Source: an optimization exercise on an open RTL-to-GDS flow (aim: small area). Production flows keep margins and buffers that such runs may drop.
Function was checked by simulation only, so behaviour that the tests miss may differ from the original.
No activity file was given, so power comes from the tool's default toggle rates.

## DE1_SoC
module DE1_SoC (CLOCK_50, GPIO_1, HEX0, KEY, SW);
	input logic				CLOCK_50;  
	output logic [6:0] HEX0;
	input logic [3:0] KEY;
	input logic [9:0] SW;
	output logic	[35:0] GPIO_1;
	logic clk;
	assign clk = CLOCK_50;
	logic reset, pause;
	assign reset = SW[9];
	assign pause = SW[0];
	logic k1, k2, k3, k4;
	always_comb begin
		if (!SW[1]) begin
			k1 = KEY[1];
			k2 = KEY[3];
			k3 = KEY[2];
			k4 = KEY[0];
		end else begin
			k1 = KEY[3];
			k2 = KEY[2];
			k3 = KEY[1];
			k4 = KEY[0];
		end
	end
	logic L, R, up, down;
	button butLeft(.clk, .reset, .inputButton(k1), .out(L));
	button butUp(.clk, .reset, .inputButton(k2), .out(up));
	button butDown(.clk, .reset, .inputButton(k3), .out(down));
	button butRight(.clk, .reset, .inputButton(k4), .out(R));
	logic resetGame;
	logic [3:0] fr, fc;
	frog f(.clk, .reset, .resetField(resetGame), .left(L), .right(R), .up, .down, .fr, .fc);
	counters score(.clk, .reset, .increase(up & (fr == 4'd15)), .HEX0);
	logic [3:0] row;
	LEDDriver scan(.CLK(clk), .RST(reset | resetGame), .RowSelect(row));
	logic [15:0] redRow;
  ...
For scale: ~650 cells after synthesis, roughly 59 flip-flops, ~58 I/O pins, about 0.0042 sq mm of cells after synthesis.
==> module speedEnable, before the edit <==
module speedEnable (clk, reset, level, enable);
	input logic clk, reset;
	input logic [3:0] level;
	output logic enable;
	logic [13:0] num;
	always_ff @(posedge clk) begin
		if (reset) num <= '0;
		else       num <= num + 14'd1;
	end
	logic e4, e3, e2, e1;
	assign e4 = (num[10:0] == 11'd1);
	assign e3 = e4 & ~num[11];
	assign e2 = e3 & ~num[12];
	assign e1 = e2 & ~num[13];
	always_comb begin
		if (level == 4'b0010)      enable = e2;
		else if (level == 4'b0100) enable = e3;
		else if (level == 4'b1000) enable = e4;
		else                       enable = e1;
	end
endmodule
==> module cars, before the edit <==
module cars (clk, reset, resetField, pause, level, row, redRow, fr, fc, hit);
	input logic clk, reset, resetField, pause;
	input logic [3:0] level;
	input logic [3:0] row, fr, fc;
	output logic [15:0] redRow;
	output logic hit;
	logic enable;
	speedEnable sp(.clk, .reset, .level, .enable);
	logic [3:0] s;
	logic [2:0] q7;
	logic [1:0] q3;
	logic q2, t0, t1;
	always_ff @(posedge clk) begin
		if (reset || resetField) begin
			s <= 4'd0; q7 <= 3'd0; q3 <= 2'd0; q2 <= 1'b0; t0 <= 1'b1; t1 <= 1'b0;
		end else if (!pause && enable) begin
			s <= s + 4'd1;
			if (s == 4'd15) begin
				q7 <= (q7 >= 3'd6) ? 3'd0 : q7 + 3'd1;
				q3 <= (q3 >= 2'd2) ? 2'd0 : q3 + 2'd1;
				q2 <= ~q2;
				t0 <= 1'b0;
				t1 <= t0;
			end
		end
	end
	function automatic logic [15:0] pat7(input logic [2:0] a);
		case (a)
			3'd0: pat7 = 16'b1010101100101100;
			3'd1: pat7 = 16'b1011001100101000;
			3'd2: pat7 = 16'b0010011001101110;
			3'd3: pat7 = 16'b1011101100100100;
			3'd4: pat7 = 16'b1010000100100100;
			3'd5: pat7 = 16'b1010001100101000;
			3'd6: pat7 = 16'b1001100101100110;
			default: pat7 = 16'b1010101100101100;
		endcase
	endfunction
	function automatic logic [15:0] pat3(input logic [1:0] a);
		case (a)
			2'd0: pat3 = 16'b1011001100111100;
			2'd1: pat3 = 16'b1011001100101101;
			2'd2: pat3 = 16'b1001000001001100;
			default: pat3 = 16'b1011001100111100;
		endcase
	endfunction
	function automatic logic [15:0] pat2(input logic a);
		pat2 = a ? 16'b0101100110001101 : 16'b1010101000101100;
	endfunction
	function automatic logic [2:0] place7(input logic [3:0] r);
		case (r)
			4'd1: place7 = 3'd0;
			4'd2: place7 = 3'd1;
			4'd3: place7 = 3'd2;
			4'd6: place7 = 3'd3;
			4'd9: place7 = 3'd5;
			4'd12: place7 = 3'd4;
			4'd15: place7 = 3'd6;
			default: place7 = 3'd0;
		endcase
	endfunction
	function automatic logic [1:0] place3(input logic [3:0] r);
		case (r)
			4'd4: place3 = 2'd0;
			4'd8: place3 = 2'd1;
			4'd14: place3 = 2'd2;
			default: place3 = 2'd0;
		endcase
	endfunction
	function automatic logic place2(input logic [3:0] r);
		place2 = (r == 4'd13) || (r == 4'd5);
	endfunction
	function automatic logic [2:0] add7(input logic [2:0] a, input logic [2:0] b);
		logic [3:0] t;
		t = a + b;
		add7 = (t >= 4'd7) ? 3'(t - 4'd7) : t[2:0];
	endfunction
	function automatic logic [1:0] add3(input logic [1:0] a, input logic [1:0] b);
		logic [2:0] t;
		t = a + b;
		add3 = (t >= 3'd3) ? 2'(t - 3'd3) : t[1:0];
	endfunction
	function automatic logic is7(input logic [3:0] r);
		is7 = (r == 4'd1) || (r == 4'd2) || (r == 4'd3) || (r == 4'd6) || (r == 4'd12) || (r == 4'd9) || (r == 4'd15);
	endfunction
	function automatic logic is3(input logic [3:0] r);
		is3 = (r == 4'd4) || (r == 4'd8) || (r == 4'd14);
	endfunction
	function automatic logic is2(input logic [3:0] r);
		is2 = (r == 4'd5) || (r == 4'd7) || (r == 4'd10) || (r == 4'd13);
	endfunction
	logic [15:0] hi, z7, z3, z2, z;
	logic [2:0] a7; logic [1:0] a3; logic a2;
	assign a7 = add7(place7(row), q7);
	assign a3 = add3(place3(row), q3);
	assign a2 = place2(row) ^ q2;
	genvar k;
	generate
		for (k = 0; k < 16; k++) begin : th
			assign hi[k] = ({1'b0, s} + 5'(k)) >= 5'd16;
		end
	endgenerate
	assign z7 = (hi & pat7(add7(a7, 3'd1))) | (~hi & pat7(a7));
	assign z3 = (hi & pat3(add3(a3, 2'd1))) | (~hi & pat3(a3));
	assign z2 = (hi & pat2(~a2)) | (~hi & pat2(a2));
	always_comb begin
		if (((row == 4'd10) && t0) || ((row == 4'd5) && t1))
			z = (hi & 16'b0101100110001101) | (~hi & 16'b1011000110101100);
		else if ((row == 4'd5) && t0)
			z = (hi & 16'b1011000110101100) | (~hi & 16'b1011000100101100);
		else if (is7(row)) z = z7;
		else if (is3(row)) z = z3;
		else if (is2(row)) z = z2;
		else if (row == 4'd11) z = 16'b1010001100101100;
		else z = 16'd0;
	end
	logic [31:0] zz;
	assign zz = {z, z} << s;
	assign redRow = zz[31:16];
	logic [3:0] d; logic b;
	assign d = fc - s;
	assign b = fc < s;
	logic [2:0] f7; logic [1:0] f3; logic f2;
	assign f7 = add7(place7(fr), q7 + {2'b00, b});
	assign f3 = add3(place3(fr), q3 + {1'b0, b});
	assign f2 = place2(fr) ^ q2 ^ b;
	logic [15:0] zf;
	always_comb begin
		if (((fr == 4'd10) && t0) || ((fr == 4'd5) && t1))
			zf = b ? 16'b0101100110001101 : 16'b1011000110101100;
		else if ((fr == 4'd5) && t0)
			zf = b ? 16'b1011000110101100 : 16'b1011000100101100;
		else if (is7(fr)) zf = pat7(f7);
		else if (is3(fr)) zf = pat3(f3);
		else if (is2(fr)) zf = pat2(f2);
		else if (fr == 4'd11) zf = 16'b1010001100101100;
		else zf = 16'd0;
	end
	assign hit = zf[d];
endmodule
export LEC_CHECK = 0
export ABC_AREA = 1
export CAP_MARGIN = 20
export CORE_MARGIN = 2
export CORE_UTILIZATION = 75
export SLEW_MARGIN = 20
create_clock -name core_clock -period 10.0 [get_ports {CLOCK_50}]
standard.sh (not shown) runs the stock make flow with config.mk's settings and CLKGATE_MAP_FILE= SYNTH_SCRIPT=/design/flow/synth_recipe.tcl, a recipe that flattens the netlist after the stock synthesis.
==> flow/flow/run.sh <==
#!/bin/bash
# Own flow: the standard layout (standard.sh) with two changes.
#  - Synthesis is synth_recipe.tcl, but Yosys's abc runs a stronger area script
#    (flow/abc_deep.script, via flow/abc_override.tcl), and adders are left to
#    abc instead of being mapped to half/full adder cells first
#    (ADDER_MAP_FILE empty). Flip-flops are mapped before abc runs, so the
#    registers, their names and their cells are those of the standard synthesis.
#  - Every port still gets a buffer, of the smallest buffer cell.
#  - The clock tree uses small clock buffers and no dummy loads.
# Each tool's full output is in the ORFS logs under orfs/logs; make's output
# is in own_flow.log.
set -euo pipefail
cd "$(dirname "$0")/.."
W=$(pwd)
export OWN_ABC_SCRIPT=$W/flow/abc_deep.script
{ echo "source $W/flow/abc_override.tcl"; cat synth_recipe.tcl; } > own_synth.tcl
sed "s#$W/synth_recipe.tcl#$W/own_synth.tcl#" standard.sh > own_standard.sh
grep -q own_synth.tcl own_standard.sh
CTS="-sink_clustering_enable -repair_clock_nets -dont_use_dummy_load -sink_clustering_size 6 -buf_list sky130_fd_sc_hd__clkbuf_4"
bash own_standard.sh "ADDER_MAP_FILE=" "BUFFER_PORTS_ARGS=-buffer_cell sky130_fd_sc_hd__buf_1" "CTS_ARGS=$CTS" finish > own_flow.log 2>&1
==> flow/flow/abc_deep.script <==
strash
&get -n
&deepsyn -T 120
&put
dch -f
amap -F 4 -A 8
==> flow/flow/abc_override.tcl <==
# Run Yosys's abc with this flow's area script in place of the one ORFS picks.
# Only the combinational logic changes: the flip-flops are already mapped.
proc abc {args} {
  set i [lsearch -exact $args -script]
  if {$i >= 0} {
    lset args [expr {$i + 1}] $::env(OWN_ABC_SCRIPT)
  }
  set j [lsearch -exact $args -D]
  if {$j >= 0} {
    set args [lreplace $args $j [expr {$j + 1}]]
  }
  yosys abc {*}$args
}
Next try:
--- a/flow/design.v
+++ b/flow/design.v
@@ -73,16 +73,22 @@
 	input logic clk, reset;
 	input logic [3:0] level;
 	output logic enable;
-	logic [13:0] num;
-	always_ff @(posedge clk) begin
-		if (reset) num <= '0;
-		else       num <= num + 14'd1;
+	logic [10:0] lo;    
+	logic [2:0] hi;     
+	always_ff @(posedge clk) begin
+		if (reset) begin
+			lo <= '0;
+			hi <= '0;
+		end else begin
+			lo <= {lo[9:0], lo[10] ^ lo[8] ^ (lo[9:0] == 10'd0)};
+			if (lo == 11'h400) hi <= hi + 3'd1;    
+		end
 	end
 	logic e4, e3, e2, e1;
-	assign e4 = (num[10:0] == 11'd1);
-	assign e3 = e4 & ~num[11];
-	assign e2 = e3 & ~num[12];
-	assign e1 = e2 & ~num[13];
+	assign e4 = (lo == 11'd1);                   
+	assign e3 = e4 & ~hi[0];
+	assign e2 = e3 & ~hi[1];
+	assign e1 = e2 & ~hi[2];
 	always_comb begin
 		if (level == 4'b0010)      enable = e2;
 		else if (level == 4'b0100) enable = e3;
@@ -102,17 +108,17 @@
 	logic [2:0] q7;
 	logic [1:0] q3;
 	logic q2, t0, t1;
+	assign t0 = (q7 == 3'd7);
+	assign t1 = (q3 == 2'd3);
 	always_ff @(posedge clk) begin
 		if (reset || resetField) begin
-			s <= 4'd0; q7 <= 3'd0; q3 <= 2'd0; q2 <= 1'b0; t0 <= 1'b1; t1 <= 1'b0;
+			s <= 4'd0; q7 <= 3'd7; q3 <= 2'd0; q2 <= 1'b0;
 		end else if (!pause && enable) begin
 			s <= s + 4'd1;
 			if (s == 4'd15) begin
-				q7 <= (q7 >= 3'd6) ? 3'd0 : q7 + 3'd1;
-				q3 <= (q3 >= 2'd2) ? 2'd0 : q3 + 2'd1;
+				q7 <= (q7 == 3'd6) ? 3'd0 : (q7 == 3'd7) ? 3'd1 : q7 + 3'd1;
+				q3 <= t0 ? 2'd3 : (q3 == 2'd3) ? 2'd2 : (q3 == 2'd2) ? 2'd0 : q3 + 2'd1;
 				q2 <= ~q2;
-				t0 <= 1'b0;
-				t1 <= t0;
 			end
 		end
 	end
@@ -172,6 +178,8 @@
 		t = a + b;
 		add3 = (t >= 3'd3) ? 2'(t - 3'd3) : t[1:0];
 	endfunction
+	logic [1:0] q3e;
+	assign q3e = t1 ? 2'd1 : q3;
 	function automatic logic is7(input logic [3:0] r);
 		is7 = (r == 4'd1) || (r == 4'd2) || (r == 4'd3) || (r == 4'd6) || (r == 4'd12) || (r == 4'd9) || (r == 4'd15);
 	endfunction
@@ -184,7 +192,7 @@
 	logic [15:0] hi, z7, z3, z2, z;
 	logic [2:0] a7; logic [1:0] a3; logic a2;
 	assign a7 = add7(place7(row), q7);
-	assign a3 = add3(place3(row), q3);
+	assign a3 = add3(place3(row), q3e);
 	assign a2 = place2(row) ^ q2;
 	genvar k;
 	generate
@@ -213,8 +221,8 @@
 	assign d = fc - s;
 	assign b = fc < s;
 	logic [2:0] f7; logic [1:0] f3; logic f2;
-	assign f7 = add7(place7(fr), q7 + {2'b00, b});
-	assign f3 = add3(place3(fr), q3 + {1'b0, b});
+	assign f7 = add7(place7(fr), t0 ? {2'b00, b} : q7 + {2'b00, b});
+	assign f3 = add3(place3(fr), q3e + {1'b0, b});
 	assign f2 = place2(fr) ^ q2 ^ b;
 	logic [15:0] zf;
 	always_comb begin
- worst setup slack is worse by 0.51 ns
- clock power hardly moves
- core utilization is higher by 2.5 points
- critical path depth climbs by 4
- via count rises by 4.4%
- combinational power grows by 55%
- count of clock-buffer cells in the layout is unchanged
- fmax is lower by 6.3%
- routed wire length rises by 12%
- power went up by 25%
- first-iteration DRC count grows by 77%
- hold slack gets worse by 0.012 ns

port drivers added, routing unchanged:
In the flow no input, the clock included, has a driving cell. The finished layouts below were timed again as built, in two steps.
Step 1, drivers: a clkbuf_16 drives CLOCK_50 and a buf_2 each remaining input, both assumed.
Step 2 adds t to the input delays and takes it off the output delays; t is the mean of the earliest and latest rising clock arrival at the registers after step 1. Input paths then give back, and output paths get back, about the clock's delay inside the block.
Slacks: ideal ports / drivers / drivers and shift; pairs: ideal ports / drivers.
run	t (ns)	setup slack, ns	hold WS [ns]	worst slew at a driven data input, ns	cell pins on the clock port's net
the first run	0.421	2.430 / 2.400 / 2.821	0.439 / 0.439 / 0.439	0.04	1
the second run	0.412	1.919 / 1.892 / 2.304	0.426 / 0.426 / 0.426	0.05	1
After both steps every run listed still meets setup and hold.
